This design comes from an exercise in tuning for small area, a short achievable clock period and few clock cycles on the open sky130 flow, not from production work.
RTL that was checked went through simulation tests only; none was proved equivalent to the original.
The RTL of runs 3 to 6 was laid out without a check of its function.

<file path="design/flow/design.v">
module DivDebug(
  input         clock,
                reset,
                io_v,
  input  [31:0] io_a,
                io_b,
  input  [1:0]  io_op,
  output [31:0] io_res,
  output        io_res_valid
);
  localparam [2:0] S_IDLE = 3'd0, S_BIAS = 3'd1, S_ALIGN = 3'd2, S_DIV = 3'd3,
                   S_FIX = 3'd4, S_DONE = 3'd5;
  reg [2:0]  state;
  reg [32:0] R;       
  reg [32:0] Dx;      
  reg [31:0] Q;       
  reg [4:0]  cnt;
  reg        cin;     
  reg        valid;
  wire signd = ~io_op[0];
  wire in_sa = signd & io_a[31];
  wire in_sb = signd & io_b[31];
  wire in_bz = ~|io_b;
  wire in_fix = io_op[1] ? in_sa : (in_sa ^ in_sb);
  wire sa  = in_sa;                
  wire rq  = io_op[1];             
  wire fix = in_fix & ~in_bz;      
  wire nq  = fix & ~io_op[1];      
  wire [32:0] Dld = {in_sb, io_b} ^ {33{in_sb ^ (state == S_IDLE)}};
  wire [33:0] T1 = {R, 1'b1} + {Dx, cin};
  wire [32:0] T = T1[33:1];
  wire        acc = T[32] ~^ sa;
  wire        grow = acc & (Dx[32] ~^ Dx[31]) & (~(Dx[32] ^ cin) | (Dx[30] ^ cin));
  wire [7:0]  nzR, nzD;
  wire [7:0]  zDup;     
  genvar n;
  generate
    for (n = 0; n < 8; n = n + 1) begin : nib
      assign nzR[n] = R[32]  ? ~&R[4*n+3:4*n]  : |R[4*n+3:4*n];
      assign nzD[n] = Dx[32] ? ~&Dx[4*n+3:4*n] : |Dx[4*n+3:4*n];
      assign zDup[n] = ~|nzD[7:n];
    end
  endgenerate
  wire        big = |(nzR[7:1] & zDup[6:0]);
  wire        last = (state == S_DIV) ? (cnt == 5'd1) : (cnt == 5'd0);
  wire        step = (state == S_DIV) | ((state == S_ALIGN) & ~grow & ~big);
  wire [31:0] Qn = {Q[30:0], (acc & step) ^ nq};
  always @(posedge clock) begin
    if (reset) begin
      state <= S_IDLE;
      valid <= 1'b0;
    end else begin
      valid <= 1'b0;
      case (state)
        S_IDLE: if (io_v) begin
          state <= in_bz ? S_DIV : (in_sa ? S_BIAS : S_ALIGN);
        end
        S_BIAS: state <= S_ALIGN;
        S_ALIGN, S_DIV: if (step & last) begin
          state <= fix ? S_FIX : S_DONE;
          valid <= ~fix;
        end else if (step) state <= S_DIV;
        S_FIX: begin state <= S_DONE; valid <= 1'b1; end
        default: state <= S_IDLE;
      endcase
    end
  end
  always @(posedge clock) begin
    Q <= Qn;
    case (state)
      S_IDLE: begin
        R   <= {in_sa, io_a};
        Dx  <= Dld | {33{in_sa}};
        Q   <= {32{nq | in_bz}};
        cnt <= {4'd0, in_bz};
        cin <= (~in_sa & ~in_sb) | in_bz;
      end
      S_BIAS: begin
        R   <= T;
        Dx  <= Dld;
        cin <= in_sb;
      end
      S_ALIGN, S_DIV: begin
        if (!step) begin
          if (big) begin
            Dx  <= {Dx[28:0], {4{cin}}};
            cnt <= cnt + 5'd4;
          end else begin
            Dx  <= {Dx[31:0], cin};
            cnt <= cnt + 5'd1;
          end
        end else begin
          if (state == S_DIV) cnt <= cnt - 5'd1;
          if (last) begin
            if (rq) begin if (acc) R <= T; end
            else R <= {1'b0, Qn};
            Dx  <= 33'd0;
            cin <= 1'b1;
          end else begin
            if (acc) R <= T;
            Dx <= {Dx[32], Dx[32:1]};
          end
        end
      end
      S_FIX: begin
        R  <= T;
        Dx <= Dld;
      end
      default: Dx <= Dld;
    endcase
  end
  assign io_res = R[31:0];
  assign io_res_valid = valid;
endmodule
</file>
<file path="design/flow/flow/run.sh">
#!/bin/bash
# The standard layout (the standard.sh, unchanged synthesis and steps), with
# plain sky130_fd_sc_hd__buf_1 cells as the port buffers instead of the default.
set -euo pipefail
export BUFFER_PORTS_ARGS="-buffer_cell sky130_fd_sc_hd__buf_1"
bash standard.sh > standard_sh.log 2>&1
</file>
<file path="design/flow/standard.sh">
#!/bin/bash
# synth_recipe.tcl (not shown) runs the flow's synth.tcl, then flattens the netlist and writes it again
# the make line also repeats each setting of config.mk as NAME=value (left out here)
make -C /OpenROAD-flow-scripts/flow DESIGN_CONFIG=/design/flow/config.mk WORK_HOME=/design/flow/orfs CLKGATE_MAP_FILE= SYNTH_SCRIPT=/design/flow/synth_recipe.tcl "${@:-finish}"
</file>
<file path="design/flow/config.mk">
export PLATFORM = sky130hd
export DESIGN_NAME = DivDebug
export DESIGN_NICKNAME = DivDebug
export VERILOG_FILES = /design/flow/design.v
export SDC_FILE = /design/flow/constraint.sdc
export NUM_CORES = 4
export LEC_CHECK = 0
export ABC_AREA = 1
export CAP_MARGIN = 20
export CORE_MARGIN = 2
export CORE_UTILIZATION = 50
export SETUP_SLACK_MARGIN = 3.6
export SLEW_MARGIN = 20
export TNS_END_PERCENT = 5
</file>
<file path="design/flow/constraint.sdc">
create_clock -name core_clock -period 6.0 [get_ports {clock}]
set_input_delay 1.2000 -clock core_clock [delete_from_list [all_inputs] [get_ports {clock}]]
set_output_delay 1.2000 -clock core_clock [all_outputs]
set_load 0.01 [all_outputs]
</file>
==> summary.txt, run 1 <==
- Final WS setup: 3.24 ns
- Fmax: 362 MHz
- Most common cell in the netlist: nand2_1
- Final Hold Fails: 0
- Area after DPL: 0.00872 mm^2
- Post-route DRC: 0
- Crit path capture: Dx[2]
- Top_reg_cell synth: dfxtp_1
- Fillers: between 1000 and 1500
- CTS tree: yes
- Skew-Pair Late Insertion Delay: 0.36 ns
- Area Overhead vs Synth: 26.1%
- Clock skew: 0.0112 ns
- # setup viols final: 0
- CTS Buf Count: 9
- Row Count: 46
- Max Fanout on Critical Path: 6
- Final net count: around 1300
- Post-synth EDFFs: 40
- Die Wd: around 130 um
- Post-route cell area: 0.0102 mm^2
- Total congestion overflow: 0
- Post-DP HPWL: roughly 19000 um
- R2r endpoint: Dx[2]
- CP Launch Point: R[7]
- Initial antenna violation count: 0
- Hold Crit Class: reg2reg
- Mapped cell area: ~0.008 mm^2
- Largest net degree at the start of global routing: 33
- DR pass1 iterations: 8
- Post-route minimum period: 2.76 ns
- Worst slew pin tran: 0.867 ns
- Cell variety after synth: 56
- Slew Limit Fails: 0
- Routed Antenna Nets: 0
- Antenna cells: 0
- Clock Tree Buf Depth: 2
- Worst r2r src: R[7]
- Syn Nets: 1210
- Pre-CTS setup slack: 2.39 ns
- Worst Reg-to-Reg Cells: 20
- Post-synth top area share: between 15 and 20%
- Setup tns final: 0 ns
- Fraction of registers with async set/reset: 0%
- Initial drt markers: 563
- Status: finished clean
- Startpoint Class: flip-flop
- Unrepaired setup endpoints after global routing: yes
- Setup CP Type: reg2reg
- CP Capture Type: flip-flop
- WL per Instance: roughly 19 um
- Initial Util: 51.1%
- I/O pins: 102
- Synth warn: 1
- GRT Util Overall: between 30% and 40%
- GPL Wtd Cong: between 0.9 and 1
- Total number of vias: between 8000 and 9000
- Synth area leaders: dfxtp_1 17%, edfxtp_1 15%, nand2_1 9.2%
- First-pass GRT wire length: roughly 43000 um
- H-tree depth: 3
- Die Y-Extent: 131 um
- Sequential area share after synthesis: 31.3%
- Die Area: around 0.017 mm^2
- Clock root buffer master: clkbuf_16
- R2r setup slk: 3.24 ns
- Vias per inst: ~5.8
- Max_cap viols: 0
- Vias in the first global route: 7971
- Worst slew margin: 42.1%
- Clock transition at path regs: 0.08 ns
- Core ar.: ~0.016 mm^2
- Synth area leader: dfxtp_1
- Port Buffers: about 100
- #FFs+latches synth: 107
- Data arrival, critical path: 3.05 ns
- CTS Hold Bufs: 0
- WL final: 28200 um
- Top cells by count, synth: 199 x nand2_1, 116 x o21ai_0, 110 x inv_1, 89 x nor2_1, 67 x dfxtp_1
- Synth Instances: 1102
- Layout cell share with drive strength beyond 1: between 20% and 30%
- Data required, critical path: approximately 6.3 ns
- Period utilization: 46.0%
- Clock Sinks: 107
- Mean Syn Cell Area: 7.37 um^2
==> per-stage QoR <==
stage                     std cells  hold WS, ns  utilization [%]
after floorplan                1102        0.427                -
after global placement         1354        0.451             54.9
after detailed placement       1354        0.448             54.9
after CTS                      1437        0.461             62.1
after global routing           1461        0.482             64.5
final                          1461        0.462             64.5
==> sequential cells by signal, summed over array words and instances, names as in the netlist <==
signal	cells
Q	31
state	3
cnt	5
valid	1
R	33
Dx	33
cin	1
==> what timing repair did <==
action	in CTS	in global routing
pin swaps	18	27
gates resized for setup	60	43
cloned	7	2
endpoints found under the setup margin	145	150
setup buffers	60	22
==> layout by cell type, fill, tap and decap left out, drive strengths merged, types with 13 or more instances in the layout <==
| cell type | Yosys | routed |
|---|---|---|
| nand2 | 213 | 217 |
| buf | 49 | 191 |
| o21ai | 132 | 133 |
| inv | 118 | 117 |
| nor2 | 96 | 96 |
| dfxtp | 67 | 67 |
| a21oi | 52 | 52 |
| nand3 | 44 | 45 |
| edfxtp | 40 | 40 |
| ha | 38 | 38 |
| xor2 | 37 | 37 |
| xnor2 | 27 | 27 |
| o221ai | 22 | 22 |
| o211ai | 22 | 22 |
| nand4 | 19 | 19 |
| a221oi | 19 | 19 |
| nor4 | 13 | 13 |
| nor3 | 13 | 13 |
==> cell families after synthesis <==
family	Yosys count	synth area share [%]
simple gates	416	22.9
compound gates	283	21.7
buf+inv	191	10.8
flops	107	31.3
xor+xnor	64	6.90
fa+ha+maj	39	6.10
mux	2	0.246
==> worst min path at each step <==
| stage | start | endpoint | slack [ns] | cells past startpoint |
|---|---|---|---|---|
| floorplan | Q[1] | Q[2] | 0.43 | 2 |
| global placement | Q[2] | Q[3] | 0.45 | 2 |
| detailed placement | Q[22] | Q[23] | 0.45 | 2 |
| CTS | Q[22] | Q[23] | 0.46 | 2 |
| global route | Q[21] | Q[22] | 0.48 | 2 |
| finish | Q[22] | Q[23] | 0.46 | 2 |
==> area by class of cell <==
class                           count  area (um^2)  share of cell area (%)
Multi-Input combinational cell    810         5500                    53.7
Timing Repair Buffer              191         1140                    11.1
Timing Repair inverter              3         15.0                   0.147
Clock buffer                        9          225                    2.20
Inverter                          118          465                    4.54
Sequential cell                   107         2550                    24.9
Tap cell                          216          270                    2.64
Clock inverter                      7         73.8                   0.721
==> critical path: stages, from the launching register on <==
cell and delay, ns:
edfxtp_1 0.48, ha_4 0.30, nand2_4 0.09, inv_2 0.05
a21oi_2 0.18, nand3_4 0.12, nand2_4 0.08, nand2_4 0.05
nand2_4 0.10, nand2_4 0.07, nand2_2 0.08, nand3_4 0.10
nand2_8 0.14, nand2_8 0.07, nand2_8 0.10, nand2_8 0.10
buf_6 0.14, buf_4 0.14, nor2_4 0.09, nand2_2 0.07
o211ai_2 0.14
==> metal layers <==
metal	GRT usage, %	up-vias	wire length (um)	share of wire, %
li1	-	4081	-	-
met1	42.7	3955	12300	44
met2	53.1	330	13300	47
met3	4.94	37	1890	6.7
met4	9.24	0	640	2.3
met5	0	-	0	0
Testbench counts, summed over its fixed seeds: cycles 35,497.
==> run 2, diff against run 1 <==
==> design/flow/run.sh (new file) <==
#!/bin/bash
# synth_recipe.tcl (not shown) runs the flow's synth.tcl, then flattens the netlist and writes it again
# the make line also repeats each setting of config.mk as NAME=value (left out here)
make -C /OpenROAD-flow-scripts/flow DESIGN_CONFIG=/design/flow/config.mk WORK_HOME=/design/flow/orfs CLKGATE_MAP_FILE= SYNTH_SCRIPT=/design/flow/synth_recipe.tcl finish
--- a/design/flow/config.mk
+++ b/design/flow/config.mk
@@ -8,7 +8,7 @@
 export ABC_AREA = 1
 export CAP_MARGIN = 20
 export CORE_MARGIN = 2
-export CORE_UTILIZATION = 50
+export CORE_UTILIZATION = 40
 export SETUP_SLACK_MARGIN = 3.6
 export SLEW_MARGIN = 20
 export TNS_END_PERCENT = 5
removed: design/flow/flow/run.sh
removed: design/flow/standard.sh
==> summary.txt, run 2 <==
- Post-synthesis simple-gate area fraction: 22.9% (unchanged)
- Sequential area share after synthesis: 31.3% (unchanged)
- Data required, critical path: 4.80 ns (-1.49 ns)
- Post-synth top area share: 16.5% (unchanged)
- Crit path top cell by count: buf_4
- Setup tns final: 0 ns (unchanged)
- Clock root buffer master: clkbuf_16
- Fillers: 1904 (+31%)
- Initial Util: 40.4% (-11 points)
- Sequential cell area: 0.00256 mm^2 (+0.20%)
- GRT Util Overall: 27.1% (-4.7 points)
- Critical-path top delay cell: edfxtp_1
- CTS tree: yes
- Most frequent cells in the layout: 173 x nand2_1, 113 x o21ai_0, 102 x inv_1, 82 x buf_4
- Port Buffers: 101 (unchanged)
- First-pass GRT wire length: 45200 um (+4.7%)
- Die Wd: 147 um (+11%)
- Hold WS: 0.461 ns (-0.000780 ns)
- WL final: 29900 um (+6.2%)
- Final net count: 1365 (+1.3%)
- Post-synthesis xor/xnor area fraction: 6.90% (unchanged)
- Post-DP HPWL: 19300 um (+1.6%)
- Min-delay src: Q[21]
- Worst Reg-to-Reg Cells: 14 (-30%)
- Synth Instances: 1102 (unchanged)
- DR pass1 iterations: 5 (-3)
- Die Y-Extent: 147 um (+11%)
- Crit-path cells: buf_4 > buf_4 > clkdlybuf4s50_1
- Clock Sinks: 107 (unchanged)
- Mean Syn Cell Area: 7.37 um^2 (unchanged)
- Routed Antenna Nets: 0 (unchanged)
- Setup CP Type: reg2out
- Worst slew pin tran: 0.750 ns (-0.118 ns)
- WL per Instance: 19.5 um (+1.2%)
- Synth warn: 1 (unchanged)
- Startpoint Class: flip-flop
- I/O pins: 102 (unchanged)
- Initial antenna violation count: 0 (unchanged)
- Worst r2r src: R[8]
- Hold depth: 2 (unchanged)
- Die Area: 0.0215 mm^2 (+24%)
- Synth area leaders: dfxtp_1 17%, edfxtp_1 15%, nand2_1 9.2%
- Unrepaired setup endpoints after global routing: yes
- Period utilization: 47.2% (+1.2 points)
- Synthesized-area fraction occupied by adder cells: 6.10% (unchanged)
- Post-route DRC: 0 (unchanged)
- Data arrival, critical path: 1.63 ns (-1.42 ns)
- Area Overhead vs Synth: 40.2%
- Top_reg_cell synth: dfxtp_1
- Most common cell in the netlist: nand2_1
- # setup viols final: 0 (unchanged)
- R2r setup slk: 3.21 ns (-0.03 ns)
- Slew Limit Fails: 0 (unchanged)
- Cell variety after synth: 56 (unchanged)
- Largest net degree at the start of global routing: 33 (unchanged)
- WHS Endpoint: Q[22]
- Largest family of logic cells by synthesized area: simple AND/OR/NAND/NOR gates
- GPL Wtd Cong: 0.917 (-0.62%)
- Clock transition at path regs: 0.07 ns (about the same)
- Worst slew margin: 50.0% (+7.8 points)
- Post-route minimum period: 2.83 ns (+0.0690 ns)
- Status: finished clean
- Commonest non-fill, non-tap cell in the layout: nand2_1
- #FFs+latches synth: 107 (unchanged)
- H-tree depth: 3 (unchanged)
- Final Hold Fails: 0 (unchanged)
- CP peak stage delay: 0.48 ns (about the same)
- Core ar.: 0.0201 mm^2 (+27%)
- Initial drt markers: 755 (+34%)
- Total congestion overflow: 0 (unchanged)
- Total number of vias: 8573 (+2.0%)
- Fmax: 353 MHz (-2.4%)
- CTS Buf Count: 9 (unchanged)
- Footprint of the multi-input gates: 0.00564 mm^2 (+2.6%)
- Synth area leader: dfxtp_1
- Clock skew: 0.00560 ns (-0.00562 ns)
- Post-synthesis mux area share: 0.246% (unchanged)
- CP Capture Type: output port
- Top cells by count, synth: 199 x nand2_1, 116 x o21ai_0, 110 x inv_1, 89 x nor2_1, 67 x dfxtp_1
- Max_cap viols: 0 (unchanged)
- Biggest regs: Dx: 33 flops, R: 33 flops, Q: 31 flops
- Max Fanout on Critical Path: 4 (-2)
- Clock Tree Buf Depth: 2 (unchanged)
- Skew-Pair Late Insertion Delay: 0.37 ns (about the same)
- Post-synthesis compound-gate area fraction: 21.7% (unchanged)
- Mapped cell area: 0.00813 mm^2 (unchanged)
- Vias per inst: 5.59 (-2.8%)
- Row Count: 52 (+13%)
- Vias in the first global route: 8201 (+2.9%)
- Fraction of registers with async set/reset: 0% (unchanged)
- R2r endpoint: R[7]
- Post-synth EDFFs: 40 (unchanged)
- Hold Crit Class: reg2reg
- Layout cell share with drive strength beyond 1: 23.6% (+3.4 points)
- Syn Nets: 1210 (unchanged)
==> run 2: cell counts after synthesis <==
Identical to the previous run, type by type.
==> run 2: cell families (layout without fill, tap and decap cells) <==
kind of cell	Yosys count	count (layout)
AO/OA/AOI/OAI	283	283
multiplexers	2	2
buffers and inverters	191	344
AND/OR/NAND/NOR	416	423
other	0	1
adder cells (fa/ha/maj)	39	39
XOR/XNOR	64	64
flip-flops	107	107
==> run 2: routing by layer <==
metal	vias to the layer above	routed length [um]	GRT usage, %
met1	4049	12700	35.2
met2	327	13700	43.7
met5	-	0	0
li1	4117	-	-
met3	80	2090	4.81
met4	0	1470	13.4
==> run 2: what timing repair did <==
item,CTS,global route
hold buffers,0,0
gates cloned,12,4
setup buffers,82,11
endpoints found under the hold margin,0,0
pin swaps,47,21
setup endpoints to repair,180,180
resized for setup,138,38
==> run 2: worst max-delay path, delay by kind of cell, from the launching register on <==
| family | cells | cell delay, ns |
|---|---|---|
| DFF | 1 | 0.48 |
| buffers and inverters | 3 | 0.79 |
==> run 2: stage by stage <==
stage | setup WS (ns) | instance area [um^2] | instances | util (%)
detailed placement | 2.24 | 9410 | 1407 | 46.8
CTS | 3.28 | 11100 | 1517 | 55.1
floorplan | 3.33 | 8440 | 1102 | -
global route | 3.11 | 11400 | 1532 | 56.7
global placement | 2.37 | 9410 | 1407 | 46.8
finish | 3.17 | 11400 | 1533 | 56.7
==> run 2: how the worst max path moves through the flow <==
stage	slack, ns	startpoint	endpoint	depth (start not counted)
floorplan	3.33	R[4]	R[0]	18
global placement	2.37	io_op[0]	state[0]	10
detailed placement	2.24	io_op[0]	R[17]	9
CTS	3.28	R[1]	R[12]	21
global route	3.11	R[28]	R[14]	17
finish	3.17	R[14]	io_res[14]	3
==> run 2: area by class of cell <==
class | count | share of cell area, %
inverters | 118 | 4.25
well taps | 270 | 2.97
clock buffers | 9 | 1.98
diodes | 1 | 0.0220
repair buffers | 207 | 18.1
clock inverters | 7 | 0.582
multi-input cells | 811 | 49.5
repair inverters | 3 | 0.165
flip-flops and latches | 107 | 22.5
==> run 3, diff against run 2 <==
--- a/design/flow/design.v
+++ b/design/flow/design.v
@@ -24,13 +24,14 @@
   wire in_fix = io_op[1] ? in_sa : (in_sa ^ in_sb);
   wire sa  = in_sa;                
   wire rq  = io_op[1];             
-  wire fix = in_fix & ~in_bz;      
-  wire nq  = fix & ~io_op[1];      
-  wire [32:0] Dld = {in_sb, io_b} ^ {33{in_sb ^ (state == S_IDLE)}};
+  wire sub = ~(in_sa ^ in_sb);     
+  wire addb = in_sa & ~in_sb;      
+  wire nq  = (in_sa ^ in_sb) & ~io_op[1] & ~in_bz;   
+  wire [32:0] Dld = {in_sb, io_b} ^ {33{sub}};
   wire [33:0] T1 = {R, 1'b1} + {Dx, cin};
   wire [32:0] T = T1[33:1];
   wire        acc = T[32] ~^ sa;
-  wire        grow = acc & (Dx[32] ~^ Dx[31]) & (~(Dx[32] ^ cin) | (Dx[30] ^ cin));
+  wire        grow = acc & (Dx[32] ~^ Dx[31]) & (~(Dx[32] ^ sub) | (Dx[30] ^ sub));
   wire [7:0]  nzR, nzD;
   wire [7:0]  zDup;     
   genvar n;
@@ -45,6 +46,7 @@
   wire        last = (state == S_DIV) ? (cnt == 5'd1) : (cnt == 5'd0);
   wire        step = (state == S_DIV) | ((state == S_ALIGN) & ~grow & ~big);
   wire [31:0] Qn = {Q[30:0], (acc & step) ^ nq};
+  wire fix = (rq ? (in_sa & (~in_sb | cin | (acc & step))) : (in_sa ^ in_sb)) & ~in_bz;
   always @(posedge clock) begin
     if (reset) begin
       state <= S_IDLE;
@@ -53,7 +55,7 @@
       valid <= 1'b0;
       case (state)
         S_IDLE: if (io_v) begin
-          state <= in_bz ? S_DIV : (in_sa ? S_BIAS : S_ALIGN);
+          state <= in_bz ? S_DIV : (addb ? S_BIAS : S_ALIGN);
         end
         S_BIAS: state <= S_ALIGN;
         S_ALIGN, S_DIV: if (step & last) begin
@@ -70,7 +72,7 @@
     case (state)
       S_IDLE: begin
         R   <= {in_sa, io_a};
-        Dx  <= Dld | {33{in_sa}};
+        Dx  <= Dld | {33{addb}};
         Q   <= {32{nq | in_bz}};
         cnt <= {4'd0, in_bz};
         cin <= (~in_sa & ~in_sb) | in_bz;
@@ -78,15 +80,15 @@
       S_BIAS: begin
         R   <= T;
         Dx  <= Dld;
-        cin <= in_sb;
+        cin <= 1'b0;
       end
       S_ALIGN, S_DIV: begin
         if (!step) begin
           if (big) begin
-            Dx  <= {Dx[28:0], {4{cin}}};
+            Dx  <= {Dx[28:0], {4{sub}}};
             cnt <= cnt + 5'd4;
           end else begin
-            Dx  <= {Dx[31:0], cin};
+            Dx  <= {Dx[31:0], sub};
             cnt <= cnt + 5'd1;
           end
         end else begin
@@ -97,7 +99,10 @@
             Dx  <= 33'd0;
             cin <= 1'b1;
           end else begin
-            if (acc) R <= T;
+            if (acc) begin
+              R   <= T;
+              cin <= sub;
+            end
             Dx <= {Dx[32], Dx[32:1]};
           end
         end
==> design/flow/flow/run.sh (new file) <==
#!/bin/bash
# The standard layout (the standard.sh, unchanged synthesis and steps), with
# plain sky130_fd_sc_hd__buf_1 cells as the port buffers instead of the default.
set -euo pipefail
export BUFFER_PORTS_ARGS="-buffer_cell sky130_fd_sc_hd__buf_1"
bash standard.sh > standard_sh.log 2>&1
==> design/flow/standard.sh (new file) <==
#!/bin/bash
# synth_recipe.tcl (not shown) runs the flow's synth.tcl, then flattens the netlist and writes it again
# the make line also repeats each setting of config.mk as NAME=value (left out here)
make -C /OpenROAD-flow-scripts/flow DESIGN_CONFIG=/design/flow/config.mk WORK_HOME=/design/flow/orfs CLKGATE_MAP_FILE= SYNTH_SCRIPT=/design/flow/synth_recipe.tcl "${@:-finish}"
removed: design/flow/run.sh
==> summary.txt, run 3 <==
- Fmax: 342 MHz (-3.3%)
- Core ar.: 0.0202 mm^2 (+0.32%)
- Die Wd: 147 um (+0.52%)
- Row Count: 52 (unchanged)
- Port Buffers: 101 (unchanged)
- Synth warn: 1 (unchanged)
- Top_reg_cell synth: dfxtp_1
- Max Fanout on Critical Path: 5 (+1)
- Vias in the first global route: 8163 (-0.46%)
- Post-route minimum period: 2.93 ns (+0.0958 ns)
- # setup viols final: 0 (unchanged)
- Setup tns final: 0 ns (unchanged)
- Most common cell in the netlist: nand2_1
- Cell total after placement: 1439 (+2.3%)
- Startpoint Class: flip-flop
- Syn Nets: 1244 (+2.8%)
- Synth Instances: 1134 (+2.9%)
- Area Overhead vs Synth: 31.4%
- Final Hold Fails: 0 (unchanged)
- Initial Util: 40.7% (+0.30 points)
- Period utilization: 48.8% (+1.6 points)
- Worst r2r src: R[7]
- Synth area leader: dfxtp_1
- Die Area: 0.0217 mm^2 (+1.0%)
- Hold WS: 0.460 ns (-0.000781 ns)
- CP Launch Point: R[7]
- CP Capture Type: flip-flop
- DR pass1 iterations: 7 (+2)
- Data required, critical path: 6.10 ns (+1.30 ns)
- CTS Hold Bufs: 0 (unchanged)
- Biggest regs: Dx: 33 flops, R: 33 flops, Q: 31 flops
- Cell variety after synth: 52 (-7.1%)
- Commonest non-fill, non-tap cell in the layout: nand2_1
- Min-delay src: Q[20]
- Clock skew: 0.00710 ns (+0.00150 ns)
- Mapped cell area: 0.00821 mm^2 (+1.1%)
- Post-route DRC: 0 (unchanged)
- H-tree depth: 3 (unchanged)
- Most frequent cells in the layout: 208 x nand2_1, 119 x inv_1, 103 x buf_4, 98 x buf_1, 81 x nor2_1
- Hold Crit Class: reg2reg
- #FFs+latches synth: 107 (unchanged)
- Status: finished clean
- Non-filler cells, final: 1570 (+2.4%)
- WL final: 30200 um (+0.90%)
- Synth area leaders: dfxtp_1 16%, edfxtp_1 15%, nand2_1 10%
- GPL Wtd Cong: 0.926 (+0.94%)
- Critical-path top delay cell: edfxtp_1
- Slew Limit Fails: 0 (unchanged)
- Vias per inst: 5.59 (about the same)
- Setup CP Type: reg2reg
- I/O pins: 102 (unchanged)
- Largest net degree at the start of global routing: 33 (unchanged)
- Fraction of registers with async set/reset: 0% (unchanged)
- CTS tree: yes
- GRT Util Overall: 26.8% (-0.30 points)
- Post-DP HPWL: 19500 um (+1.1%)
- Post-synth top area share: 16.3% (-0.17 points)
- Clock Tree Buf Depth: 2 (unchanged)
- Layout cell share with drive strength beyond 1: 23.2% (-0.46 points)
- Post-synth EDFFs: 40 (unchanged)
- WL per Instance: 19.2 um (-1.5%)
- CTS Buf Count: 9 (unchanged)
- Final net count: 1405 (+2.9%)
- Worst slew pin tran: 0.727 ns (-0.0226 ns)
- Max_cap viols: 0 (unchanged)
- Initial antenna violation count: 0 (unchanged)
- Top cells by count, synth: 221 x nand2_1, 125 x inv_1, 92 x nor2_1, 81 x o21ai_0, 69 x nand3_1
- Delay-heaviest family, CP: simple AND/OR/NAND/NOR gates
- Clock transition at path regs: 0.08 ns (about the same)
- Mean Syn Cell Area: 7.24 um^2 (-1.8%)
- Clock Sinks: 107 (unchanged)
- Initial drt markers: 684 (-9.4%)
- Antenna cells: 0 (-1)
- First-pass GRT wire length: 45100 um (-0.21%)
- CP peak stage delay: 0.48 ns (about the same)
- Total number of vias: 8775 (+2.4%)
- CP bufs+invs: 3 (unchanged)
- Data arrival, critical path: 3.02 ns (+1.39 ns)
- Skew-Pair Late Insertion Delay: 0.37 ns (about the same)
- Crit path top cell by count: nand2_4
- Unrepaired setup endpoints after global routing: yes
- Worst slew margin: 51.5% (+1.5 points)
- Die Y-Extent: 147 um (+0.52%)
- Crit-path cells: ha_4 > nand2_4 > nor2_4 > nand3_2 > nand3_4 > nand2_2 > nand2_2 > nand2_4 > nand2_4 > nand2_4 > nand3_4 > nand2_8 > nand2_4 > nand2_4 > nand2_8 > nor2_8 > a21oi_4 > buf_6 > buf_6 > clkbuf_16
- R2r setup slk: 3.07 ns (-0.14 ns)
- Routed Antenna Nets: 0 (unchanged)
- Sequential area share after synthesis: 31.0% (-0.33 points)
- Total congestion overflow: 0 (unchanged)
- Clock root buffer master: clkbuf_16
[run 3: timing repair]
| action | 4_1_cts | 5_1_grt |
|---|---|---|
| gates resized for setup | 117 | 53 |
| endpoints found under the setup margin | 147 | 150 |
| gates cloned | 9 | 2 |
| buffers inserted | 82 | 22 |
| pin swaps | 31 | 28 |
[run 3: per-layer routing]
| metal | up-vias | global-route usage, % | wire length (um) |
|---|---|---|---|
| met1 | 4166 | 35.7 | 13200 |
| met3 | 63 | 4.16 | 1830 |
| met5 | - | 0 | 0 |
| li1 | 4214 | - | - |
| met2 | 332 | 44.0 | 13900 |
| met4 | 0 | 10.4 | 1240 |
[run 3: tightest hold or removal path: stages, from the launching register on]
cell and delay, ns:
dfxtp_1 0.32, nand2_1 0.06, nand2_1 0.04
[run 3: final timing paths]
kind	end	cells past startpoint
worst max-delay path	R[24]	20
worst min-delay path	Q[21]	2
worst max register to register	R[24]	20
worst min register to register	Q[21]	2
[run 3: per-stage QoR]
| stage | setup slack (ns) | area [um^2] | util [%] |
|---|---|---|---|
| after floorplan | 2.75 | 8260 | - |
| after global routing | 2.98 | 10800 | 53.5 |
| after CTS | 3.16 | 10400 | 51.5 |
| final | 3.07 | 10800 | 53.5 |
| after detailed placement | 1.85 | 8620 | 42.7 |
| after global placement | 1.93 | 8620 | 42.7 |
[run 3: final cells by class]
| class | count | area, um^2 |
|---|---|---|
| fillers | 1987 | 9380 |
| flip-flops and latches | 107 | 2560 |
| multi-input cells | 822 | 5570 |
| clock inverters | 7 | 61.3 |
| repair inverters | 3 | 21.3 |
| inverters | 133 | 541 |
| well taps | 270 | 338 |
| repair buffers | 219 | 1470 |
| clock buffers | 9 | 225 |
[run 3: logic make-up after synthesis]
logic type               Yosys count  share of synthesized area (%)
flip-flops                       107                           31.0
AND/OR/NAND/NOR                  463                           25.2
XOR/XNOR                          50                           5.33
adder cells (fa/ha/maj)           41                           6.34
buffers and inverters            208                           11.3
multiplexers                       4                          0.488
AO/OA/AOI/OAI                    261                           20.3
==> run 4, diff against run 3 <==
==> design/flow/design.v (replaced) <==
module DivDebug(
  input         clock,
                reset,
                io_v,
  input  [31:0] io_a,
                io_b,
  input  [1:0]  io_op,
  output [31:0] io_res,
  output        io_res_valid
);
  localparam [2:0] S_IDLE = 3'd0, S_BIAS = 3'd1, S_ALIGN = 3'd2, S_DIV = 3'd3,
                   S_FIX = 3'd4, S_DONE = 3'd5;
  reg [2:0]  state;
  reg [31:0] R;       
  reg [31:0] Dx;      
  reg [31:0] Q;       
  reg [4:0]  cnt;
  reg        cin;     
  reg        valid;
  wire sa  = ~io_op[0] & io_a[31];     
  wire sb  = ~io_op[0] & io_b[31];     
  wire bz  = ~|io_b;                   
  wire rq  = io_op[1];                 
  wire fix = rq ? sa : (sa ^ sb);      
  wire nq  = fix & ~rq;                
  wire inloop = (state == S_ALIGN) | (state == S_DIV);
  wire rs = sa;
  wire ds = (state == S_BIAS) | (inloop & ~sa);
  wire [31:0] Dld = io_b ^ {32{sb ^ (state == S_IDLE)}};
  wire [33:0] T1 = {rs, R, 1'b1} + {ds, Dx, cin};
  wire [32:0] T = T1[33:1];
  wire        acc = T[32] ~^ sa;
  wire        grow = acc & (ds ~^ Dx[31]) & (~(ds ^ cin) | (Dx[30] ^ cin));
  wire [7:0]  nzR, nzD;
  wire [7:0]  zDup;     
  genvar n;
  generate
    for (n = 0; n < 8; n = n + 1) begin : nib
      assign nzR[n] = rs ? ~&R[4*n+3:4*n]  : |R[4*n+3:4*n];
      assign nzD[n] = ds ? ~&Dx[4*n+3:4*n] : |Dx[4*n+3:4*n];
      assign zDup[n] = ~|nzD[7:n];
    end
  endgenerate
  wire        big = |(nzR[7:1] & zDup[6:0]);
  wire        last = (state == S_DIV) ? (cnt == 5'd1) : (cnt == 5'd0);
  wire        step = (state == S_DIV) | ((state == S_ALIGN) & ~grow & ~big);
  wire [31:0] Qn = {Q[30:0], (acc & step) ^ nq};
  always @(posedge clock) begin
    if (reset) begin
      state <= S_IDLE;
      valid <= 1'b0;
    end else begin
      valid <= 1'b0;
      case (state)
        S_IDLE: if (io_v) begin
          state <= bz ? S_DONE : (sa ? S_BIAS : S_ALIGN);
          valid <= bz;
        end
        S_BIAS: state <= S_ALIGN;
        S_ALIGN, S_DIV: if (step & last) begin
          state <= fix ? S_FIX : S_DONE;
          valid <= ~fix;
        end else if (step) state <= S_DIV;
        S_FIX: begin state <= S_DONE; valid <= 1'b1; end
        default: state <= S_IDLE;
      endcase
    end
  end
  always @(posedge clock) begin
    Q <= Qn;
    case (state)
      S_IDLE: begin
        R   <= io_a | {32{bz & ~rq}};
        Dx  <= Dld | {32{sa}};
        Q   <= {32{nq}};
        cnt <= 5'd0;
        cin <= ~sa & ~sb;
      end
      S_BIAS: begin
        R   <= T[31:0];
        Dx  <= Dld;
        cin <= sb;
      end
      S_ALIGN, S_DIV: begin
        if (!step) begin
          if (big) begin
            Dx  <= {Dx[27:0], {4{cin}}};
            cnt <= cnt + 5'd4;
          end else begin
            Dx  <= {Dx[30:0], cin};
            cnt <= cnt + 5'd1;
          end
        end else begin
          if (state == S_DIV) cnt <= cnt - 5'd1;
          if (last) begin
            if (rq) begin if (acc) R <= T[31:0]; end
            else R <= Qn;
            Dx  <= 32'd0;
            cin <= 1'b1;
          end else begin
            if (acc) R <= T[31:0];
            Dx <= {ds, Dx[31:1]};
          end
        end
      end
      S_FIX: begin
        R  <= T[31:0];
        Dx <= Dld;
      end
      default: Dx <= Dld;
    endcase
  end
  assign io_res = R;
  assign io_res_valid = valid;
endmodule
==> summary.txt, run 4 <==
- CP Capture Type: flip-flop
- Initial drt markers: 936 (+37%)
- Max Fanout on Critical Path: 8 (+3)
- Commonest non-fill, non-tap cell in the layout: nand2_1
- # setup viols final: 0 (unchanged)
- Die Area: 0.0225 mm^2 (+3.9%)
- Antenna cells: 0 (unchanged)
- Top cells by count, synth: 348 x nand2_1, 172 x o21ai_0, 108 x inv_1, 86 x nand3_1, 81 x nor2_1
- Total number of vias: 9805 (+12%)
- Util after Layout: 53.5% (about the same)
- Setup CP Type: in2reg
- Fraction of registers with async set/reset: 0% (unchanged)
- H-tree depth: 3 (unchanged)
- Vias in the first global route: 8640 (+5.8%)
- DR pass1 iterations: 5 (-2)
- Data required, critical path: 6.13 ns (+0.03 ns)
- Die Y-Extent: 150 um (+1.9%)
- Layout cell share with drive strength beyond 1: 19.4% (-3.7 points)
- CTS Buf Count: 9 (unchanged)
- Row Count: 53 (+1.9%)
- Clock root buffer master: clkbuf_16
- I/O pins: 102 (unchanged)
- First-pass GRT wire length: 49700 um (+10%)
- Final Hold Fails: 0 (unchanged)
- Routed Antenna Nets: 0 (unchanged)
- Mapped cell area: 0.00854 mm^2 (+4.0%)
- CTS Hold Bufs: 0 (unchanged)
- #FFs+latches synth: 105 (-1.9%)
- Status: finished clean
- Most frequent cells in the layout: 307 x nand2_1, 166 x o21ai_0, 105 x inv_1, 99 x buf_1
- Clock skew: 0.0105 ns (+0.00337 ns)
- Post-synth top area share: 15.7% (-0.63 points)
- CTS tree: yes
- Biggest regs: Dx: 32 flops, R: 32 flops, Q: 31 flops
- GPL Wtd Cong: 0.926 (about the same)
- Area Overhead vs Synth: 31.6%
- Post-route minimum period: 2.99 ns (+0.0640 ns)
- Die Wd: 150 um (+1.9%)
- Vias per inst: 5.68 (+1.6%)
- Largest net degree at the start of global routing: 71 (+120%)
- Fmax: 335 MHz (-2.1%)
- Post-DP HPWL: 22000 um (+13%)
- Hold WS: 0.457 ns (-0.00330 ns)
- Syn Nets: 1400 (+13%)
- R2r setup slk: 3.02 ns (-0.05 ns)
- Synth area leaders: dfxtp_1 16%, nand2_1 15%, edfxtp_1 13%
- Top_reg_cell synth: dfxtp_1
- Slew Limit Fails: 0 (unchanged)
- Pre-CTS setup slack: 1.73 ns (-0.123 ns)
- Total congestion overflow: 0 (unchanged)
- WL final: 33800 um (+12%)
- Worst slew margin: 40.9% (-11 points)
- Clock Sinks: 105 (-1.9%)
- Most common cell in the netlist: nand2_1
- Cell variety after synth: 43 (-17%)
- Final WS setup: 3.01 ns (-0.0640 ns)
- Synth warn: 1 (unchanged)
- Clock Tree Buf Depth: 2 (unchanged)
- Area after DPL: 0.00911 mm^2 (+5.7%)
- Data arrival, critical path: 3.12 ns (+0.10 ns)
- Post-route DRC: 0 (unchanged)
- Port Buffers: 101 (unchanged)
- Worst slew pin tran: 0.887 ns (+0.160 ns)
- Post-route cell area: 0.0112 mm^2 (+4.2%)
- GRT Util Overall: 29.0% (+2.1 points)
- Core ar.: 0.0210 mm^2 (+4.2%)
- Setup tns final: 0 ns (unchanged)
- Synth area leader: dfxtp_1
- WL per Instance: 19.6 um (+1.8%)
- Final net count: 1555 (+11%)
- Unrepaired setup endpoints after global routing: yes
- Sequential area share after synthesis: 29.1% (-1.9 points)
- Skew-Pair Late Insertion Delay: 0.37 ns (about the same)
- Synth Instances: 1292 (+14%)
- Initial Util: 40.6% (-0.085 points)
- Hold Crit Class: reg2reg
- Startpoint Class: input pin
- Initial antenna violation count: 0 (unchanged)
- Period utilization: 49.8% (+1.1 points)
- Post-synth EDFFs: 38 (-5.0%)
- Mean Syn Cell Area: 6.61 um^2 (-8.7%)
- Clock transition at path regs: 0.08 ns (about the same)
- Max_cap viols: 0 (unchanged)
==> run 4: worst paths after layout <==
path,end,from,depth (start not counted)
setup / recovery,R[0],io_op[0],21
hold / removal,Q[30],Q[29],2
setup reg to reg,R[7],R[30],14
hold reg to reg,Q[30],Q[29],2
==> run 4: routing by layer <==
metal	vias to the layer above	share of wire, %	GRT usage, %
li1	4708	-	-
met1	4609	45	42.7
met2	439	44	43.2
met3	49	8.4	4.45
met4	0	2.4	9.10
met5	-	0	0
==> run 4: logic make-up after synthesis <==
family | count (synthesis) | share of synthesized area, %
XOR/XNOR | 55 | 5.64
flip-flops | 105 | 29.1
multiplexers | 2 | 0.234
AO/OA/AOI/OAI | 335 | 21.9
adder cells (fa/ha/maj) | 39 | 5.80
AND/OR/NAND/NOR | 580 | 29.0
buffers and inverters | 176 | 8.32
==> run 4: area by class of cell <==
cell class | instances | area [um^2]
inverter | 116 | 473
timing repair buffer | 193 | 1260
tap | 275 | 344
clock buffer | 9 | 225
timing repair inverter | 4 | 27.5
clock inverter | 7 | 58.8
fill | 2113 | 9780
sequential | 105 | 2490
multi-input combinational | 1018 | 6350
==> run 4: worst max-delay path, cell delays in order <==
cell and delay (ns):
buf_12 0.11, inv_12 0.06, nand2_8 0.07, nand2_8 0.11, nand2_8 0.11, nand2_4 0.11
nand2_4 0.06, nand2_2 0.10, nor2_4 0.05, nand3_1 0.09, nand2_2 0.06, nor2_4 0.12
nand2_4 0.08, nor2_4 0.17, nand2_4 0.14, nand2_8 0.15, nand2_4 0.07, nand2_4 0.06
nand3_2 0.06, nand3_2 0.07, nand2_1 0.06
==> run 4: repair_timing <==
action / 4_1_cts / 5_1_grt
cloned: 8 / 4
setup endpoints to repair: 142 / 152
resized for setup: 87 / 124
pin swaps: 26 / 46
buffers inserted: 46 / 38
==> run 4: metrics by stage <==
| stage | std cells |
|---|---|
| finish | 1727 |
| global route | 1727 |
| CTS | 1685 |
| detailed placement | 1615 |
| global placement | 1615 |
| floorplan | 1292 |
==> run 5, diff against run 4 <==
==> design/flow/design.v (replaced) <==
module DivDebug(
  input         clock,
                reset,
                io_v,
  input  [31:0] io_a,
                io_b,
  input  [1:0]  io_op,
  output [31:0] io_res,
  output        io_res_valid
);
  localparam [2:0] S_IDLE = 3'd0, S_BIAS = 3'd1, S_ALIGN = 3'd2, S_DIV = 3'd3,
                   S_FIX = 3'd4, S_DONE = 3'd5;
  reg [2:0]  state;
  reg [32:0] R;       
  reg [32:0] D;       
  reg [31:0] Q;       
  reg [5:0]  cnt;
  reg        sa;      
  reg        sub;     
  reg        rq;      
  reg        fix;     
  reg        selq;    
  reg        valid;
  wire signd = ~io_op[0];
  wire in_sa = signd & io_a[31];
  wire in_sb = signd & io_b[31];
  wire in_bz = ~|io_b;
  wire [32:0] X = selq ? {1'b1, ~Q} : R;
  wire [32:0] T = X + (D ^ {33{sub}}) + {32'd0, sub};
  wire        acc = T[32] ~^ sa;
  wire        grow = acc & (D[32] ~^ D[31]);
  wire        last = (cnt == 6'd0);
  always @(posedge clock) begin
    if (reset) begin
      state <= S_IDLE;
      valid <= 1'b0;
    end else begin
      valid <= 1'b0;
      case (state)
        S_IDLE: if (io_v) begin
          state <= in_bz ? S_DONE : (in_sa ? S_BIAS : S_ALIGN);
          valid <= in_bz;
        end
        S_BIAS: state <= S_ALIGN;
        S_ALIGN: if (!grow) begin
          if (last) begin
            state <= fix ? S_FIX : S_DONE;
            valid <= ~fix;
          end else state <= S_DIV;
        end
        S_DIV: if (last) begin
          state <= fix ? S_FIX : S_DONE;
          valid <= ~fix;
        end
        S_FIX: begin state <= S_DONE; valid <= 1'b1; end
        default: state <= S_IDLE;
      endcase
    end
  end
  always @(posedge clock) begin
    case (state)
      S_IDLE: begin
        R    <= {in_sa, io_a};
        D    <= in_sa ? {33{1'b1}} : {in_sb, io_b};
        Q    <= {32{in_bz}};
        cnt  <= 6'd0;
        sa   <= in_sa & ~in_bz;
        sub  <= ~in_sa & ~in_sb;
        rq   <= io_op[1];
        fix  <= io_op[1] ? in_sa : (in_sa ^ in_sb);
        selq <= 1'b0;
      end
      S_BIAS: begin
        R   <= T;
        D   <= {in_sb, io_b};
        sub <= in_sb;
      end
      S_ALIGN, S_DIV: begin
        if (grow && state == S_ALIGN) begin
          D   <= {D[31:0], 1'b0};
          cnt <= cnt + 6'd1;
        end else begin
          if (acc) R <= T;
          Q <= {Q[30:0], acc};
          cnt <= cnt - 6'd1;
          if (last && fix) begin
            D    <= {33{1'b1}};
            sub  <= 1'b1;
            selq <= ~rq;
          end else
            D <= {D[32], D[32:1]};
        end
      end
      S_FIX: begin
        if (rq) R <= T; else Q <= T[31:0];
      end
      default: ;
    endcase
  end
  assign io_res = rq ? R[31:0] : Q;
  assign io_res_valid = valid;
endmodule
==> design/flow/run.sh (new file) <==
#!/bin/bash
# synth_recipe.tcl (not shown) runs the flow's synth.tcl, then flattens the netlist and writes it again
# the make line also repeats each setting of config.mk as NAME=value (left out here)
make -C /OpenROAD-flow-scripts/flow DESIGN_CONFIG=/design/flow/config.mk WORK_HOME=/design/flow/orfs CLKGATE_MAP_FILE= SYNTH_SCRIPT=/design/flow/synth_recipe.tcl finish
==> design/flow/config.mk (replaced) <==
export PLATFORM = sky130hd
export DESIGN_NAME = DivDebug
export DESIGN_NICKNAME = DivDebug
export VERILOG_FILES = /design/flow/design.v
export SDC_FILE = /design/flow/constraint.sdc
export NUM_CORES = 4
export LEC_CHECK = 0
export CAP_MARGIN = 20
export CORE_MARGIN = 2
export CORE_UTILIZATION = 40
export SLEW_MARGIN = 20
removed: design/flow/flow/run.sh
removed: design/flow/standard.sh
==> summary.txt, run 5 <==
- Unrepaired setup endpoints after global routing: no
- GPL Wtd Cong: 0.925 (about the same)
- Core ar.: 0.0208 mm^2 (-0.95%)
- Largest net degree at the start of global routing: 67 (-5.6%)
- CTS Buf Count: 17 (+8)
- Clock Tree Buf Depth: 2 (unchanged)
- Die Area: 0.0222 mm^2 (-1.5%)
- Data required, critical path: 6.26 ns (+0.13 ns)
- Synth Instances: 911 (-29%)
- Util after Layout: 49.2% (-4.2 points)
- Final net count: 1092 (-30%)
- Most common cell in the netlist: nand2_1
- First-pass GRT wire length: 38200 um (-23%)
- R2r setup slk: 0.67 ns (-2.35 ns)
- Skew-Pair Late Insertion Delay: 0.42 ns (+0.05 ns)
- Commonest non-fill, non-tap cell in the layout: nand2_1
- Cell variety after synth: 66 (+53%)
- I/O pins: 102 (unchanged)
- Initial drt markers: 521 (-44%)
- Post-route minimum period: 5.33 ns (+2.34 ns)
- # setup viols final: 0 (unchanged)
- Die Wd: 149 um (-0.74%)
- Clock skew: 0.00921 ns (-0.00126 ns)
- Data arrival, critical path: 5.59 ns (+2.47 ns)
- Setup tns final: 0 ns (unchanged)
- Hold depth: 1 (-1)
- Initial Util: 40.4% (-0.24 points)
- Post-DP HPWL: 16800 um (-23%)
- Clock Sinks: 113 (+7.6%)
- Clock transition at path regs: 0.06 ns (-0.02 ns)
- Hold Crit Class: reg2reg
- Vias in the first global route: 7157 (-17%)
- H-tree depth: 4 (+1)
- Post-CTS setup buffers: 0 (-100%)
- Worst slew pin tran: 0.928 ns (+0.0416 ns)
- Area after DPL: 0.00968 mm^2 (+6.3%)
- Worst slew margin: 37.9% (-3.0 points)
- Synth area leader: edfxtp_1
- Fraction of registers with async set/reset: 0% (unchanged)
- Syn Nets: 1017 (-27%)
- Total number of vias: 7374 (-25%)
- Max Fanout on Critical Path: 38 (+30)
- #FFs+latches synth: 113 (+7.6%)
- Worst Reg-to-Reg Cells: 17 (+3)
- Clock root buffer master: clkbuf_16
- CTS tree: yes
- WL per Instance: 18.8 um (-4.0%)
- Layout cell share with drive strength beyond 1: 10.8% (-8.6 points)
- Mapped cell area: 0.00841 mm^2 (-1.5%)
- Period utilization: 88.9% (+39 points)
- Post-route DRC: 0 (unchanged)
- Antenna cells: 0 (unchanged)
- Port Buffers: 101 (unchanged)
- Initial antenna violation count: 0 (unchanged)
- Post-synth top area share: 38.9% (+23 points)
- Most frequent cells in the layout: 131 x nand2_1, 109 x edfxtp_1, 101 x clkdlybuf4s50_1, 91 x nor2_1, 75 x a21oi_1
- CTS Hold Bufs: 0 (unchanged)
- Top cells by count, synth: 131 x nand2_1, 109 x edfxtp_1, 92 x nor2_1, 75 x a21oi_1, 45 x xor2_1
- Setup CP Type: reg2reg
- Synth warn: 1 (unchanged)
- Row Count: 53 (unchanged)
- Post-synth EDFFs: 109 (+190%)
- Hold WS: 0.608 ns (+0.151 ns)
- Synth area leaders: edfxtp_1 39%, nand2_1 5.8%, mux2_2 5.5%
- Fillers: 1985 (-6.1%)
- Post-CTS resize count: 0 (-100%)
- CP Capture Type: flip-flop
- Sequential area share after synthesis: 39.9% (+11 points)
- Die Y-Extent: 149 um (-0.74%)
- Status: finished clean
- Biggest regs: D: 33 flops, R: 33 flops, Q: 32 flops
- WL final: 23900 um (-29%)
- GRT Util Overall: 22.1% (-6.9 points)
- Total congestion overflow: 0 (unchanged)
- Mean Syn Cell Area: 9.23 um^2 (+40%)
- Area Overhead vs Synth: 21.9%
- Vias per inst: 5.79 (+1.9%)
- Top_reg_cell synth: edfxtp_1
- Final Hold Fails: 0 (unchanged)
- Routed Antenna Nets: 0 (unchanged)
- Slew Limit Fails: 0 (unchanged)
- Post-route cell area: 0.0103 mm^2 (-8.8%)
- Fmax: 188 MHz (-44%)
- DR pass1 iterations: 5 (unchanged)
- Max_cap viols: 0 (unchanged)
- Startpoint Class: flip-flop
## run 5: worst max-delay path, cell delays in order, from the launching register on
cell and delay, ns:
edfxtp_1 0.92, buf_4 0.34, xor2_1 0.16, ha_1 0.31, a21o_1 0.23, or3_1 0.32, o21ai_2 0.19, a21oi_1 0.12
o21a_1 0.22, a41oi_4 0.29, mux2_4 0.50, inv_2 0.28, ha_1 0.39, inv_1 0.08, or3_1 0.39, nor3_1 0.18
a311oi_1 0.08, o211ai_1 0.13
## run 5: layer usage
| layer | track usage [%] | routed length [um] |
|---|---|---|
| met1 | 31.7 | 11200 |
| met2 | 34.6 | 10800 |
| met3 | 3.06 | 1460 |
| met4 | 6.81 | 452 |
| met5 | 0 | 0 |
## run 5: cell families after synthesis
kind of cell	count (synthesis)	synth area share (%)
muxes	47	6.32
xor gates and xnor gates	71	7.39
AOI/OAI and AO/OA	238	19.5
and+or+nand+nor	329	17.4
adders and majority gates	37	5.59
DFF	113	39.9
buffers and inverters	76	3.91
## run 5: metrics by stage
| stage | setup WS [ns] | cells |
|---|---|---|
| final | 0.669 | 1274 |
| after global routing | 0.313 | 1274 |
| after CTS | 0.666 | 1274 |
| after detailed placement | 0.690 | 1242 |
| after global placement | 0.860 | 1242 |
| after floorplan | 0.100 | 911 |
## run 5: cell type report
type,count,area [um^2],share of cell area (%)
Multi-Input combinational cell,722,4780,46.7
Sequential cell,113,3350,32.7
Clock inverter,12,110,1.07
Tap cell,275,344,3.36
Timing Repair Buffer,118,1150,11.2
Clock buffer,20,457,4.46
Inverter,14,52.6,0.513
## run 5: worst paths after layout
path            end  startpoint
min reg2reg   Q[15]       Q[14]
max reg2reg  cnt[4]         sub
max          cnt[4]         sub
min           Q[15]       Q[14]
==> run 6, diff against run 5 <==
==> design/flow/design.v (replaced) <==
module DivDebug(
  input         clock,
                reset,
                io_v,
  input  [31:0] io_a,
                io_b,
  input  [1:0]  io_op,
  output [31:0] io_res,
  output        io_res_valid
);
  localparam [2:0] S_IDLE = 3'd0, S_ALIGN = 3'd1, S_DIV = 3'd2,
                   S_FIX = 3'd3, S_DONE = 3'd4;
  function automatic [5:0] bitlen(input [31:0] x);
    reg [15:0] y16; reg [7:0] y8; reg [3:0] y4; reg [1:0] y2;
    reg v16, v8, v4, v2;
    begin
      v16 = |x[31:16];  y16 = v16 ? x[31:16] : x[15:0];
      v8  = |y16[15:8]; y8  = v8  ? y16[15:8] : y16[7:0];
      v4  = |y8[7:4];   y4  = v4  ? y8[7:4]   : y8[3:0];
      v2  = |y4[3:2];   y2  = v2  ? y4[3:2]   : y4[1:0];
      bitlen = (|y2) ? {1'b0, v16, v8, v4, v2, y2[1]} + 6'd1 : 6'd0;
    end
  endfunction
  reg [2:0]  state;
  reg [32:0] R;       
  reg [32:0] Dx;      
  reg [31:0] Q;       
  reg [5:0]  cnt;
  reg        sa;      
  reg        cin;     
  reg        rq;      
  reg        fix;     
  reg        nq;      
  reg        valid;
  wire signd = ~io_op[0];
  wire in_sa = signd & io_a[31];
  wire in_sb = signd & io_b[31];
  wire in_bz = ~|io_b;
  wire in_fix = io_op[1] ? in_sa : (in_sa ^ in_sb);
  wire [5:0] la = bitlen(io_a ^ {32{in_sa}}) + {5'd0, in_sa};
  wire [5:0] lb = bitlen(io_b ^ {32{in_sb}});
  wire [6:0] kd = {1'b0, la} - {1'b0, lb};
  wire [5:0] k  = kd[6] ? 6'd0 : kd[5:0];
  wire        sub = ~(sa ^ in_sb);
  wire [32:0] Dsh = {in_sb, io_b} << cnt;
  wire [32:0] T = R + Dx + {32'd0, cin};
  wire        acc = T[32] ~^ sa;
  wire        last = (cnt == 6'd0);
  wire        step = (state == S_DIV);
  wire [31:0] Qn = {Q[30:0], (acc & step) ^ nq};
  always @(posedge clock) begin
    if (reset) begin
      state <= S_IDLE;
      valid <= 1'b0;
    end else begin
      valid <= 1'b0;
      case (state)
        S_IDLE: if (io_v) begin
          state <= in_bz ? S_DONE : S_ALIGN;
          valid <= in_bz;
        end
        S_ALIGN: state <= S_DIV;
        S_DIV: if (last) begin
          state <= fix ? S_FIX : S_DONE;
          valid <= ~fix;
        end
        S_FIX: begin state <= S_DONE; valid <= 1'b1; end
        default: state <= S_IDLE;
      endcase
    end
  end
  always @(posedge clock) begin
    Q <= Qn;
    case (state)
      S_IDLE: begin
        R   <= {in_sa & ~in_bz, io_a | {32{in_bz & ~io_op[1]}}};
        Dx  <= {33{1'b1}};
        Q   <= {32{in_fix & ~io_op[1]}};
        cnt <= k;
        sa  <= in_sa;
        cin <= 1'b0;
        rq  <= io_op[1];
        fix <= in_fix;
        nq  <= in_fix & ~io_op[1];
      end
      S_ALIGN: begin
        if (sa) R <= T;
        Dx  <= Dsh ^ {33{sub}};
        cin <= sub;
      end
      S_DIV: begin
        cnt <= cnt - 6'd1;
        if (last) begin
          if (rq) begin if (acc) R <= T; end
          else R <= {1'b0, Qn};
          Dx  <= 33'd0;
          cin <= 1'b1;
        end else begin
          if (acc) R <= T;
          Dx <= {Dx[32], Dx[32:1]};
        end
      end
      S_FIX: R <= T;
      default: ;
    endcase
  end
  assign io_res = R[31:0];
  assign io_res_valid = valid;
endmodule
==> summary.txt, run 6 <==
- #FFs+latches synth: 112 (-0.88%)
- CTS Buf Count: 9 (-8)
- Critical path depth in cells: 21 (+4)
- Post-DP HPWL: 28500 um (+69%)
- Fillers: 2751 (+39%)
- Sequential area share after synthesis: 26.9% (-13 points)
- Cell variety after synth: 92 (+39%)
- Port Buffers: 101 (unchanged)
- Most common cell in the netlist: nand2_1
- Clock Sinks: 112 (-0.88%)
- Synth area leader: edfxtp_1
- Data arrival, critical path: 5.72 ns (+0.13 ns)
- Clock skew: 0.0106 ns (+0.00134 ns)
- Crit path capture: cnt[4]
- Row Count: 61 (+15%)
- Antenna cells: 0 (unchanged)
- Unrepaired setup endpoints after global routing: no
- Max_cap viols: 0 (unchanged)
- Mean Syn Cell Area: 8.29 um^2 (-10%)
- Synth Instances: 1349 (+48%)
- GRT Util Overall: 25.2% (+3.2 points)
- GPL Wtd Cong: 0.971 (+4.9%)
- WL per Instance: 20.6 um (+9.9%)
- Total congestion overflow: 0 (unchanged)
- WL final: 37200 um (+55%)
- Die Y-Extent: 171 um (+15%)
- Mapped cell area: 0.0112 mm^2 (+33%)
- Worst r2r src: R[0]
- Die Area: 0.0293 mm^2 (+32%)
- Layout cell share with drive strength beyond 1: 11.8% (+0.98 points)
- Critical-path top delay cell: clkdlybuf4s50_1
- Final net count: 1532 (+40%)
- Worst Reg-to-Reg Cells: 14 (-3)
- CTS Hold Bufs: 0 (unchanged)
- Post-synth top area share: 20.7% (-18 points)
- Synth warn: 1 (unchanged)
- Fraction of registers with async set/reset: 0% (unchanged)
- Initial Util: 40.5% (+0.085 points)
- Crit-path cells: clkdlybuf4s50_1 > buf_4 > or4_1 > o22ai_1 > o21ai_0 > mux2_2 > o21ai_0 > o21ai_0 > a21boi_0 > ha_1 > inv_1 > o311a_1 > a31o_1 > ha_1 > o21ai_0 > nand2b_1 > a21oi_1 > nor2b_1 > o21ai_1 > buf_4 > o22ai_1
- R2r endpoint: R[31]
- Die Wd: 171 um (+15%)
- Slew Limit Fails: 0 (unchanged)
- Synth area leaders: edfxtp_1 21%, dfxtp_1 6.3%, mux2i_1 6.2%
- Final Hold Fails: 0 (unchanged)
- Post-CTS resize count: 0 (unchanged)
- Clock root buffer master: clkbuf_16
- R2r setup slk: 1.29 ns (+0.62 ns)
- Largest net degree at the start of global routing: 43 (-36%)
- DR pass1 iterations: 6 (+1)
- Biggest regs: Dx: 33 flops, R: 33 flops, Q: 31 flops
- Core ar.: 0.0276 mm^2 (+33%)
- Skew-Pair Late Insertion Delay: 0.37 ns (-0.05 ns)
- I/O pins: 102 (unchanged)
- Vias per inst: 5.92 (+2.3%)
- Syn Nets: 1461 (+44%)
- CP Capture Type: flip-flop
- Worst slew pin tran: 0.982 ns (+0.0540 ns)
- CTS tree: yes
- Routed Antenna Nets: 0 (unchanged)
- Vias in the first global route: 9942 (+39%)
- H-tree depth: 3 (-1)
- Fmax: 178 MHz (-5.2%)
- First-pass GRT wire length: 57200 um (+50%)
- Top_reg_cell synth: edfxtp_1
- Initial drt markers: 924 (+77%)
- Hold WS: 0.456 ns (-0.152 ns)
- Clock transition at path regs: 0.08 ns (+0.02 ns)
- Most frequent cells in the layout: 152 x nand2_1, 110 x o21ai_0, 104 x a21oi_1, 100 x clkdlybuf4s50_1, 93 x nor2_1
- Data required, critical path: 6.10 ns (-0.16 ns)
- # setup viols final: 0 (unchanged)
- Clock Tree Buf Depth: 2 (unchanged)
- Top cells by count, synth: 152 x nand2_1, 110 x o21ai_0, 106 x a21oi_1, 96 x nor2_1, 79 x clkbuf_1
- Delay-heaviest family, CP: compound AO/OA/AOI/OAI gates
- Footprint of the multi-input gates: 0.00750 mm^2 (+57%)
- Post-synth EDFFs: 77 (-29%)
- Area Overhead vs Synth: 17.1%
- Status: finished clean
- CP peak stage delay: 0.53 ns (-0.39 ns)
- Post-CTS setup buffers: 0 (unchanged)
- CP bufs+invs: 4 (+1)
- CP Launch Point: io_a[27]
- Setup CP Type: in2reg
- Worst slew margin: 34.5% (-3.4 points)
- Commonest non-fill, non-tap cell in the layout: nand2_1
- Post-route minimum period: 5.62 ns (+0.291 ns)
- Crit path top cell by count: o21ai_0
- Sequential cell area: 0.00301 mm^2 (-10%)
- Post-route DRC: 0 (unchanged)
- Period utilization: 93.7% (+4.9 points)
- Total number of vias: 10700 (+45%)
- Max Fanout on Critical Path: 8 (-79%)
- Hold Crit Class: reg2reg
- Startpoint Class: input pin
- Initial antenna violation count: 0 (unchanged)
## run 6: final cells by class
cell class / instances / share of cell area (%)
Clock inverter: 6 / 0.707
Sequential cell: 112 / 23.0
Timing Repair Buffer: 187 / 12.8
Tap cell: 378 / 3.61
Multi-Input combinational cell: 1081 / 57.3
Inverter: 29 / 0.831
Clock buffer: 10 / 1.75
## run 6: cells by family after synthesis
logic type	after synthesis	synth area share, %
adders and majority gates	43	5.01
DFF	112	26.9
xor gates and xnor gates	99	7.88
muxes	99	10.7
buffers and inverters	156	6.62
and+or+nand+nor	397	16.6
AOI/OAI and AO/OA	443	26.2
## run 6: worst min-delay path by stage
stage                     startpoint     to  slack [ns]  cells after the start
after floorplan                Q[13]  Q[14]        0.42                      1
after global placement         Q[28]  Q[29]        0.43                      1
after detailed placement       Q[18]  Q[19]        0.44                      1
after CTS                      Q[18]  Q[19]        0.46                      1
after global routing           Q[13]  Q[14]        0.47                      1
final                          Q[12]  Q[13]        0.46                      1
## run 6: through the flow
stage	setup TNS (ns)	util (%)	instances	area [um^2]	setup WS [ns]
2_1_floorplan	0	-	1349	11200	0.290
3_3_place_gp	0	46.0	1786	12700	0.0303
3_5_place_dp	-0.484	46.0	1786	12700	-0.105
4_1_cts	0	47.2	1802	13000	0.278
5_1_grt	0	47.4	1803	13100	0.0205
6_report	0	47.4	1803	13100	0.378
## run 6: worst reg2reg max path: stages, from the launching register on
cell	delay, ns
edfxtp_1	0.50
fa_1	0.51
inv_1	0.09
fa_1	0.21
nor2b_1	0.07
o31a_1	0.27
o221a_2	0.27
nor2_1	0.32
o311ai_1	0.17
o21ai_1	0.31
xnor3_2	0.71
buf_4	0.36
nand2_1	0.16
nand2_1	0.15
a221o_1	0.36
## run 6: metal layers
metal	track usage (%)	vias up	share of wire, %
met3	3.91	44	5.9
met1	35.7	5167	46
met2	40.1	348	46
li1	-	5114	-
met5	0	-	0
met4	6.67	0	2.2

separate check: timing with driven ports:
The results above use ideal ports. As a check the final layouts listed here were re-extracted and re-timed, cells and wires unchanged. Step 1 (the two cells are an assumption about what drives the block):
set clk [get_ports {clock}]
set_driving_cell -lib_cell sky130_fd_sc_hd__clkbuf_16 $clk
set_driving_cell -lib_cell sky130_fd_sc_hd__buf_2 [delete_from_list [all_inputs] $clk]
Step 2 times the ports against the registers' clock, not the clock port: input delays grow and output delays shrink by t, the midpoint of the rising clock arrivals with the driver on. Slacks: ideal ports / drivers / drivers and shift; pairs: ideal ports / drivers.
run	shift t [ns]	setup slack, ns	worst register clock-pin slew, ns	worst data-port slew with drivers (ns)
run 1	0.404	3.239 / 3.239 / 2.901	0.08 / 0.08	0.04
run 2	0.407	3.170 / 3.128 / 2.844	0.08 / 0.08	0.04
run 3	0.414	3.074 / 3.074 / 2.717	0.08 / 0.08	0.05
run 4	0.406	3.010 / 2.997 / 2.590	0.08 / 0.08	0.08
run 5	0.465	0.669 / 0.669 / 0.669	0.06 / 0.06	0.04
run 6	0.407	0.378 / 0.397 / -0.010	0.08 / 0.08	0.04
Met with ideal ports but missed after step 2: setup timing in run 6. The setup slack of run 4, which loses most, moves by -0.013 ns with the drivers and by -0.420 ns with both steps.
